What follows belongs to an exercise in optimizing a design on an open flow for small area; a production flow would make more cautious choices.
At most, simulation tests tie the RTL to the original design; equivalence was not proved.
Power figures rest on the tool's default switching activity, not on a simulated workload.

build 28:
==> flow/design.v (excerpt) <==
module my_fifo #(
                   parameter DATA_W           = 128      ,         
                   parameter DEPTH            = 16     ,         
                   parameter UPP_TH           = 4      ,         
                   parameter LOW_TH           = 2                
                )
                (
                   input                   clk         ,
                   input                   rstn        ,
                   input                   i_wren      ,
                   input  [DATA_W - 1 : 0] i_wrdata    ,
                   output                  o_alm_full  ,
                   output                  o_full      ,
                   input                   i_rden      ,
                   output [DATA_W - 1 : 0] o_rddata    ,
                   output                  o_alm_empty ,
                   output                  o_empty
                );
export LEC_CHECK = 0
export CAP_MARGIN = 20
export CORE_MARGIN = 2
export CORE_UTILIZATION = 60
export PLACE_DENSITY = 0.75
export SLEW_MARGIN = 20
export SYNTH_HIERARCHICAL = 1
export SYNTH_MINIMUM_KEEP_SIZE = 0
export BUFFER_PORTS_ARGS = -buffer_cell sky130_fd_sc_hd__buf_1
export CTS_ARGS = -sink_clustering_enable -repair_clock_nets -dont_use_dummy_load -buf_list {sky130_fd_sc_hd__clkbuf_4 sky130_fd_sc_hd__clkbuf_8} -root_buf sky130_fd_sc_hd__clkbuf_8 -sink_clustering_buffer sky130_fd_sc_hd__clkbuf_8 -sink_clustering_size 18 -sink_clustering_max_diameter 50
create_clock -name core_clock -period 4.5 [get_ports {clk}]
standard.sh (not shown) runs the stock make flow with config.mk's settings and CLKGATE_MAP_FILE= SYNTH_SCRIPT=/design/flow/synth_recipe.tcl, a recipe that flattens the netlist after the stock synthesis.
==> flow/flow/run.sh <==
#!/bin/bash
# Standard ORFS layout, with small port buffers and a clock tree of small buffers without
# dummy loads.
set -euo pipefail
cat >> config.mk <<'EOF'
export BUFFER_PORTS_ARGS = -buffer_cell sky130_fd_sc_hd__buf_1
export CTS_ARGS = -sink_clustering_enable -repair_clock_nets -dont_use_dummy_load -buf_list {sky130_fd_sc_hd__clkbuf_4 sky130_fd_sc_hd__clkbuf_8} -root_buf sky130_fd_sc_hd__clkbuf_8 -sink_clustering_buffer sky130_fd_sc_hd__clkbuf_8 -sink_clustering_size 18 -sink_clustering_max_diameter 50
EOF
bash standard.sh > standard.log 2>&1
The following lists how build 49 was set up differently from build 28:
# build 28
export LEC_CHECK = 0
export CAP_MARGIN = 20
export CORE_MARGIN = 2
export CORE_UTILIZATION = 60
export PLACE_DENSITY = 0.75
export SLEW_MARGIN = 20
export SYNTH_HIERARCHICAL = 1
export SYNTH_MINIMUM_KEEP_SIZE = 0
export BUFFER_PORTS_ARGS = -buffer_cell sky130_fd_sc_hd__buf_1
export CTS_ARGS = -sink_clustering_enable -repair_clock_nets -dont_use_dummy_load -buf_list {sky130_fd_sc_hd__clkbuf_4 sky130_fd_sc_hd__clkbuf_8} -root_buf sky130_fd_sc_hd__clkbuf_8 -sink_clustering_buffer sky130_fd_sc_hd__clkbuf_8 -sink_clustering_size 18 -sink_clustering_max_diameter 50
create_clock -name core_clock -period 4.5 [get_ports {clk}]
# build 49
export LEC_CHECK = 0
export CAP_MARGIN = 0
export CORE_MARGIN = 2
export CORE_UTILIZATION = 70
export PLACE_DENSITY = 0.8
export SLEW_MARGIN = 0
export SYNTH_HIERARCHICAL = 1
export SYNTH_MINIMUM_KEEP_SIZE = 0
export BUFFER_PORTS_ARGS = -buffer_cell sky130_fd_sc_hd__buf_1
export CTS_ARGS = -sink_clustering_enable -repair_clock_nets -dont_use_dummy_load -buf_list {sky130_fd_sc_hd__clkbuf_4 sky130_fd_sc_hd__clkbuf_8} -root_buf sky130_fd_sc_hd__clkbuf_8 -sink_clustering_buffer sky130_fd_sc_hd__clkbuf_8 -sink_clustering_size 18 -sink_clustering_max_diameter 50
create_clock -name core_clock -period 4.5 [get_ports {clk}]
### Flow results
Build 49 completed; timing, DRC and antenna clean
The final layout from build 28, which completed every stage, passed the timing, DRC and antenna checks at the end of the flow.
Build 49 against build 28: xor and xnor fraction of the mapped netlist area stayed essentially flat; core utilization rose by 10 points.
On power, build 49 and build 28 are basically level.
Compared with build 28, build 49 improves minimum clock period after layout.
Build 28 has higher detailed-routing wirelength on met1 than build 49.
The cell with the biggest individual delay on the critical path comes out sky130_fd_sc_hd__nor2_4 in one run and sky130_fd_sc_hd__o211ai_1 in the other, namely in build 28 and build 49 respectively.
#### Input delta (build 53 over build 49)
# build 49
export LEC_CHECK = 0
export CAP_MARGIN = 0
export CORE_MARGIN = 2
export CORE_UTILIZATION = 70
export PLACE_DENSITY = 0.8
export SLEW_MARGIN = 0
export SYNTH_HIERARCHICAL = 1
export SYNTH_MINIMUM_KEEP_SIZE = 0
export BUFFER_PORTS_ARGS = -buffer_cell sky130_fd_sc_hd__buf_1
export CTS_ARGS = -sink_clustering_enable -repair_clock_nets -dont_use_dummy_load -buf_list {sky130_fd_sc_hd__clkbuf_4 sky130_fd_sc_hd__clkbuf_8} -root_buf sky130_fd_sc_hd__clkbuf_8 -sink_clustering_buffer sky130_fd_sc_hd__clkbuf_8 -sink_clustering_size 18 -sink_clustering_max_diameter 50
create_clock -name core_clock -period 4.5 [get_ports {clk}]
# build 53
export LEC_CHECK = 0
export CAP_MARGIN = 0
export CORE_MARGIN = 2
export CORE_UTILIZATION = 75
export PLACE_DENSITY = 0.85
export SLEW_MARGIN = 0
export SYNTH_HIERARCHICAL = 1
export SYNTH_MINIMUM_KEEP_SIZE = 0
export BUFFER_PORTS_ARGS = -buffer_cell sky130_fd_sc_hd__buf_1
export CTS_ARGS = -sink_clustering_enable -repair_clock_nets -dont_use_dummy_load -buf_list {sky130_fd_sc_hd__clkbuf_4 sky130_fd_sc_hd__clkbuf_8} -root_buf sky130_fd_sc_hd__clkbuf_8 -sink_clustering_buffer sky130_fd_sc_hd__clkbuf_8 -sink_clustering_size 18 -sink_clustering_max_diameter 60
create_clock -name core_clock -period 4.5 [get_ports {clk}]
==> flow/flow/run.sh <==
#!/bin/bash
# Standard ORFS layout, with small port buffers and a clock tree of small buffers without
# dummy loads.
set -euo pipefail
cat >> config.mk <<'EOF'
export BUFFER_PORTS_ARGS = -buffer_cell sky130_fd_sc_hd__buf_1
export CTS_ARGS = -sink_clustering_enable -repair_clock_nets -dont_use_dummy_load -buf_list {sky130_fd_sc_hd__clkbuf_4 sky130_fd_sc_hd__clkbuf_8} -root_buf sky130_fd_sc_hd__clkbuf_8 -sink_clustering_buffer sky130_fd_sc_hd__clkbuf_8 -sink_clustering_size 18 -sink_clustering_max_diameter 60
EOF
bash standard.sh > standard.log 2>&1
[summary]
The run showing the smaller leakage power total is build 53.
Build 53 vs. build 49: synthesis-to-layout area growth went down by 0.44 points.
When the final numbers for build 53 and build 49 were put side by side, the part of the power in the clock network turned out to be greater in build 49.
Delta (build 53 minus build 49): total power consumption of the routed design shrank by 320 uW; worst hold slack saw an increase; multi-input combinational cell area roughly the same; first-iteration DRC count now larger.
Comparing build 53 with build 49, the number of global-route vias before repair came out essentially unchanged.
The shortest period the worst path allows reported for build 53 is smaller than that of build 49 by 95 ps.
Build 53 vs build 49 — clock power dropped by a few percent

---

S:
Another version of the RTL of my_fifo (not shown whole).
Size in the first run: ~6400 cells after synthesis, roughly 2100 flip-flops, about 260 I/O pins, about 0.075 mm2 of cells after synthesis.
clock: 4.5 ns
lec_check: 0
cap_margin: 20
core_margin: 2
core_utilization: 65
place_density: 0.75
slew_margin: 20
run.sh (not shown) runs the stock make flow with config.mk's settings and CLKGATE_MAP_FILE= SYNTH_SCRIPT=/design/flow/synth_recipe.tcl, a recipe that flattens the netlist after the stock synthesis.
Stock flow here: none of the scripts above is used.
--- input diff S..T ---
- CTS_BUF_LIST newly set to sky130_fd_sc_hd__clkbuf_2 sky130_fd_sc_hd__clkbuf_4
- CTS_CLUSTER_SIZE newly set to 20
--- outcome ---
The higher filler cell count in the final layout of S and T is in T. Compared with S, in T post-route minimum period saw an increase; die area comparable; total number of vias saw an increase. T and S ended up with roughly the same multi-input logic portion of the cell area. T does worse than S on number of DRC markers in iteration 0. T vs S: routed wire length up in T. Looking at clock share of power, T sits 2.4 points lower than S does. The worst setup path startpoint comes out rdsel_rg[6] in one run and rdsel_rg[15] in the other, namely in S and T respectively. The lower share of total power in combinational logic of S and T is in S. Summary of T over S: maximum frequency shows a reduction of about 1.1%; final core utilization shows no meaningful change.
No functional check of the RTL was part of any run of this note.

---

south:
my_fifo, a different RTL version from the one above (not shown whole).
For scale: about 260 I/O pins.
export LEC_CHECK = 0
export CAP_MARGIN = 0
export CORE_MARGIN = 2
export CORE_UTILIZATION = 65
export PLACE_DENSITY = 0.8
export SLEW_MARGIN = 0
export SYNTH_HIERARCHICAL = 1
export SYNTH_MINIMUM_KEEP_SIZE = 0
export BUFFER_PORTS_ARGS = -buffer_cell sky130_fd_sc_hd__buf_1
export CTS_ARGS = -sink_clustering_enable -repair_clock_nets -dont_use_dummy_load -buf_list {sky130_fd_sc_hd__clkbuf_4 sky130_fd_sc_hd__clkbuf_8} -root_buf sky130_fd_sc_hd__clkbuf_8 -sink_clustering_buffer sky130_fd_sc_hd__clkbuf_4 -sink_clustering_size 10 -sink_clustering_max_diameter 35
export RECOVER_POWER = 100
create_clock -name core_clock -period 4.5 [get_ports {clk}]
standard.sh (not shown) runs the stock make flow with config.mk's settings and CLKGATE_MAP_FILE= SYNTH_SCRIPT=/design/flow/synth_recipe.tcl, a recipe that flattens the netlist after the stock synthesis.
==> flow/flow/run.sh <==
#!/bin/bash
# Standard ORFS layout, with small port buffers, a clock tree of small buffers without
# dummy loads, and power recovery (downsizing) after global routing.
set -euo pipefail
cat >> config.mk <<'EOF'
export BUFFER_PORTS_ARGS = -buffer_cell sky130_fd_sc_hd__buf_1
export CTS_ARGS = -sink_clustering_enable -repair_clock_nets -dont_use_dummy_load -buf_list {sky130_fd_sc_hd__clkbuf_4 sky130_fd_sc_hd__clkbuf_8} -root_buf sky130_fd_sc_hd__clkbuf_8 -sink_clustering_buffer sky130_fd_sc_hd__clkbuf_4 -sink_clustering_size 10 -sink_clustering_max_diameter 35
export RECOVER_POWER = 100
EOF
bash standard.sh > standard.log 2>&1
Nothing crashed in south and all stages finished; the problem is that the final layout failed, the offending checks being max-capacitance violations, max-slew violations.
[inputs] middle vs south
- a change of CTS_ARGS from -sink_clustering_enable -repair_clock_nets -dont_use_dummy_load -buf_list {sky130_fd_sc_hd__clkbuf_4 sky130_fd_sc_hd__clkbuf_8} -root_buf sky130_fd_sc_hd__clkbuf_8 -sink_clustering_buffer sky130_fd_sc_hd__clkbuf_4 -sink_clustering_size 10 -sink_clustering_max_diameter 35 to -sink_clustering_enable -repair_clock_nets -dont_use_dummy_load -buf_list {sky130_fd_sc_hd__clkbuf_4 sky130_fd_sc_hd__clkbuf_8} -root_buf sky130_fd_sc_hd__clkbuf_8 -sink_clustering_buffer sky130_fd_sc_hd__clkbuf_8 -sink_clustering_size 16 -sink_clustering_max_diameter 40
==> flow/flow/run.sh <==
#!/bin/bash
# Standard ORFS layout, with small port buffers, a clock tree of small buffers without
# dummy loads, and power recovery (downsizing) after global routing.
set -euo pipefail
cat >> config.mk <<'EOF'
export BUFFER_PORTS_ARGS = -buffer_cell sky130_fd_sc_hd__buf_1
export CTS_ARGS = -sink_clustering_enable -repair_clock_nets -dont_use_dummy_load -buf_list {sky130_fd_sc_hd__clkbuf_4 sky130_fd_sc_hd__clkbuf_8} -root_buf sky130_fd_sc_hd__clkbuf_8 -sink_clustering_buffer sky130_fd_sc_hd__clkbuf_8 -sink_clustering_size 16 -sink_clustering_max_diameter 40
export RECOVER_POWER = 100
EOF
bash standard.sh > standard.log 2>&1
## What came out
- middle completed end to end; final checks failed (max-capacitance violations, max-slew violations).
- Summary — critical path required time, middle relative to south: lower, by 0.04 ns.
- middle -> south: sequential cell count delta 0, exact match
- The setup slack of middle is larger than that of south.
- middle vs south — routed length on met3 dropped slightly
- Changes observed in middle relative to south: worst-case headroom to the max-slew limit went down by 1.6 points, area used by sequential logic in the layout was more or less identical.
- Re ratio of final minimum period to clock period: middle and south aren't equal, and the lower value belongs to middle.
- Measured against each other, middle and south differ in achievable clock frequency, the lower figure coming from south.
Function was not checked in any run of this note: the RTL went through the layout flow alone.

---

RTL: one of the versions met above, not the one the previous note started from.
For scale: ~5,400 cells after synthesis, about 2,100 flip-flops, about 69,000 um^2 of cells after synthesis.
Settings: LEC_CHECK=0, CAP_MARGIN=0, CORE_MARGIN=2, CORE_UTILIZATION=70, PLACE_DENSITY=0.8, SLEW_MARGIN=0, SYNTH_HIERARCHICAL=1, SYNTH_MINIMUM_KEEP_SIZE=0, BUFFER_PORTS_ARGS=-buffer_cell sky130_fd_sc_hd__buf_1, CTS_ARGS=-sink_clustering_enable -repair_clock_nets -dont_use_dummy_load -buf_list {sky130_fd_sc_hd__clkbuf_4 sky130_fd_sc_hd__clkbuf_8} -root_buf sky130_fd_sc_hd__clkbuf_8 -sink_clustering_buffer sky130_fd_sc_hd__clkbuf_8 -sink_clustering_size 18 -sink_clustering_max_diameter 60; clock period 4.5 ns.
==> flow/flow/run.sh <==
#!/bin/bash
# Standard ORFS layout, with small port buffers and a clock tree of small buffers without
# dummy loads.
set -euo pipefail
cat >> config.mk <<'EOF'
export BUFFER_PORTS_ARGS = -buffer_cell sky130_fd_sc_hd__buf_1
export CTS_ARGS = -sink_clustering_enable -repair_clock_nets -dont_use_dummy_load -buf_list {sky130_fd_sc_hd__clkbuf_4 sky130_fd_sc_hd__clkbuf_8} -root_buf sky130_fd_sc_hd__clkbuf_8 -sink_clustering_buffer sky130_fd_sc_hd__clkbuf_8 -sink_clustering_size 18 -sink_clustering_max_diameter 60
EOF
bash standard.sh > standard.log 2>&1
The baseline ran to the end with no violations.
Then changed:
==> flow/flow/run.sh (replaced) <==
#!/bin/bash
# Standard ORFS layout, with small port buffers and a clock tree of small buffers without
# dummy loads.
set -euo pipefail
cat >> config.mk <<'EOF'
export BUFFER_PORTS_ARGS = -buffer_cell sky130_fd_sc_hd__buf_1
export CTS_ARGS = -sink_clustering_enable -repair_clock_nets -dont_use_dummy_load -buf_list {sky130_fd_sc_hd__clkbuf_4 sky130_fd_sc_hd__clkbuf_8} -root_buf sky130_fd_sc_hd__clkbuf_8 -sink_clustering_buffer sky130_fd_sc_hd__clkbuf_8 -sink_clustering_size 18 -sink_clustering_max_diameter 50
EOF
bash standard.sh > standard.log 2>&1
CORE_UTILIZATION = 60   (was 70)
CTS_ARGS = -sink_clustering_enable -repair_clock_nets -dont_use_dummy_load -buf_list {sky130_fd_sc_hd__clkbuf_4 sky130_fd_sc_hd__clkbuf_8} -root_buf sky130_fd_sc_hd__clkbuf_8 -sink_clustering_buffer sky130_fd_sc_hd__clkbuf_8 -sink_clustering_size 18 -sink_clustering_max_diameter 50   (was -sink_clustering_enable -repair_clock_nets -dont_use_dummy_load -buf_list {sky130_fd_sc_hd__clkbuf_4 sky130_fd_sc_hd__clkbuf_8} -root_buf sky130_fd_sc_hd__clkbuf_8 -sink_clustering_buffer sky130_fd_sc_hd__clkbuf_8 -sink_clustering_size 18 -sink_clustering_max_diameter 60)
PLACE_DENSITY = 0.75   (was 0.8)
Effect: The new run went through all stages and came out clean; routed wire length fell by 0.95%; maximum frequency came out lower by 2.9%; global-route usage came out lower by 7.2 points; die area climbs by 16%; hold slack loses 0.015 ns; synthesized area does not change; synthesized cell count stays the same.
Then changed:
==> flow/flow/run.sh (replaced) <==
#!/bin/bash
# Standard ORFS layout, with small port buffers and a clock tree of small buffers without
# dummy loads.
set -euo pipefail
cat >> config.mk <<'EOF'
export BUFFER_PORTS_ARGS = -buffer_cell sky130_fd_sc_hd__buf_1
export CTS_ARGS = -sink_clustering_enable -repair_clock_nets -dont_use_dummy_load -buf_list {sky130_fd_sc_hd__clkbuf_4 sky130_fd_sc_hd__clkbuf_8} -root_buf sky130_fd_sc_hd__clkbuf_8 -sink_clustering_buffer sky130_fd_sc_hd__clkbuf_8 -sink_clustering_size 18 -sink_clustering_max_diameter 40
EOF
bash standard.sh > standard.log 2>&1
CAP_MARGIN = 20   (was 0)
CTS_ARGS = -sink_clustering_enable -repair_clock_nets -dont_use_dummy_load -buf_list {sky130_fd_sc_hd__clkbuf_4 sky130_fd_sc_hd__clkbuf_8} -root_buf sky130_fd_sc_hd__clkbuf_8 -sink_clustering_buffer sky130_fd_sc_hd__clkbuf_8 -sink_clustering_size 18 -sink_clustering_max_diameter 40   (was -sink_clustering_enable -repair_clock_nets -dont_use_dummy_load -buf_list {sky130_fd_sc_hd__clkbuf_4 sky130_fd_sc_hd__clkbuf_8} -root_buf sky130_fd_sc_hd__clkbuf_8 -sink_clustering_buffer sky130_fd_sc_hd__clkbuf_8 -sink_clustering_size 18 -sink_clustering_max_diameter 50)
SLEW_MARGIN = 20   (was 0)
Combinational power barely changes.
Maximum frequency hardly moves.
Core utilization goes up by 0.52 points.
Setup slack loses 0.0088 ns.

[afterwards: timing with drivers on the ports]
Ports are ideal in the flow. The routed layouts listed here were re-timed in OpenROAD. Step 1 assumes that a clkbuf_16 drives the clock port and a buf_2 every other input. Step 2, shift: input delay + t, output delay - t, t = (earliest + latest rising clock arrival at the registers) / 2. This alone moves slack from input paths to output paths. a / b / c = no drivers / after step 1 / after step 2; a / b = the first two.
run | t (ns) | setup WS [ns] | slew at the worst register clock pin (ns) | cell pins on the clock port's net
build 28 | 0.953 | 0.841 / 0.841 / 0.841 | 0.12 / 0.12 | 1
build 49 | 0.929 | 0.951 / 0.951 / 0.841 | 0.11 / 0.11 | 1
build 53 | 0.919 | 1.046 / 1.036 / 0.935 | 0.11 / 0.11 | 1
S | 0.895 | 0.077 / 0.002 / 0.878 | 0.07 / 0.07 | 1
T | 1.316 | 0.028 / -0.043 / 0.856 | 0.08 / 0.08 | 1
south | 1.020 | 0.415 / 0.415 / 0.081 | 0.11 / 0.11 | 1
middle | 0.963 | 0.431 / 0.431 / 0.100 | 0.10 / 0.10 | 1
the first run of note 4 | 0.927 | 0.967 / 0.967 / 0.848 | 0.11 / 0.11 | 1
the second run of note 4 | 0.956 | 0.863 / 0.863 / 0.757 | 0.11 / 0.11 | 1
the third run of note 4 | 1.018 | 0.854 / 0.854 / 0.854 | 0.11 / 0.11 | 1
For south, which loses most, drivers alone change the setup slack by 0.000 ns; drivers and shift together by -0.334 ns.
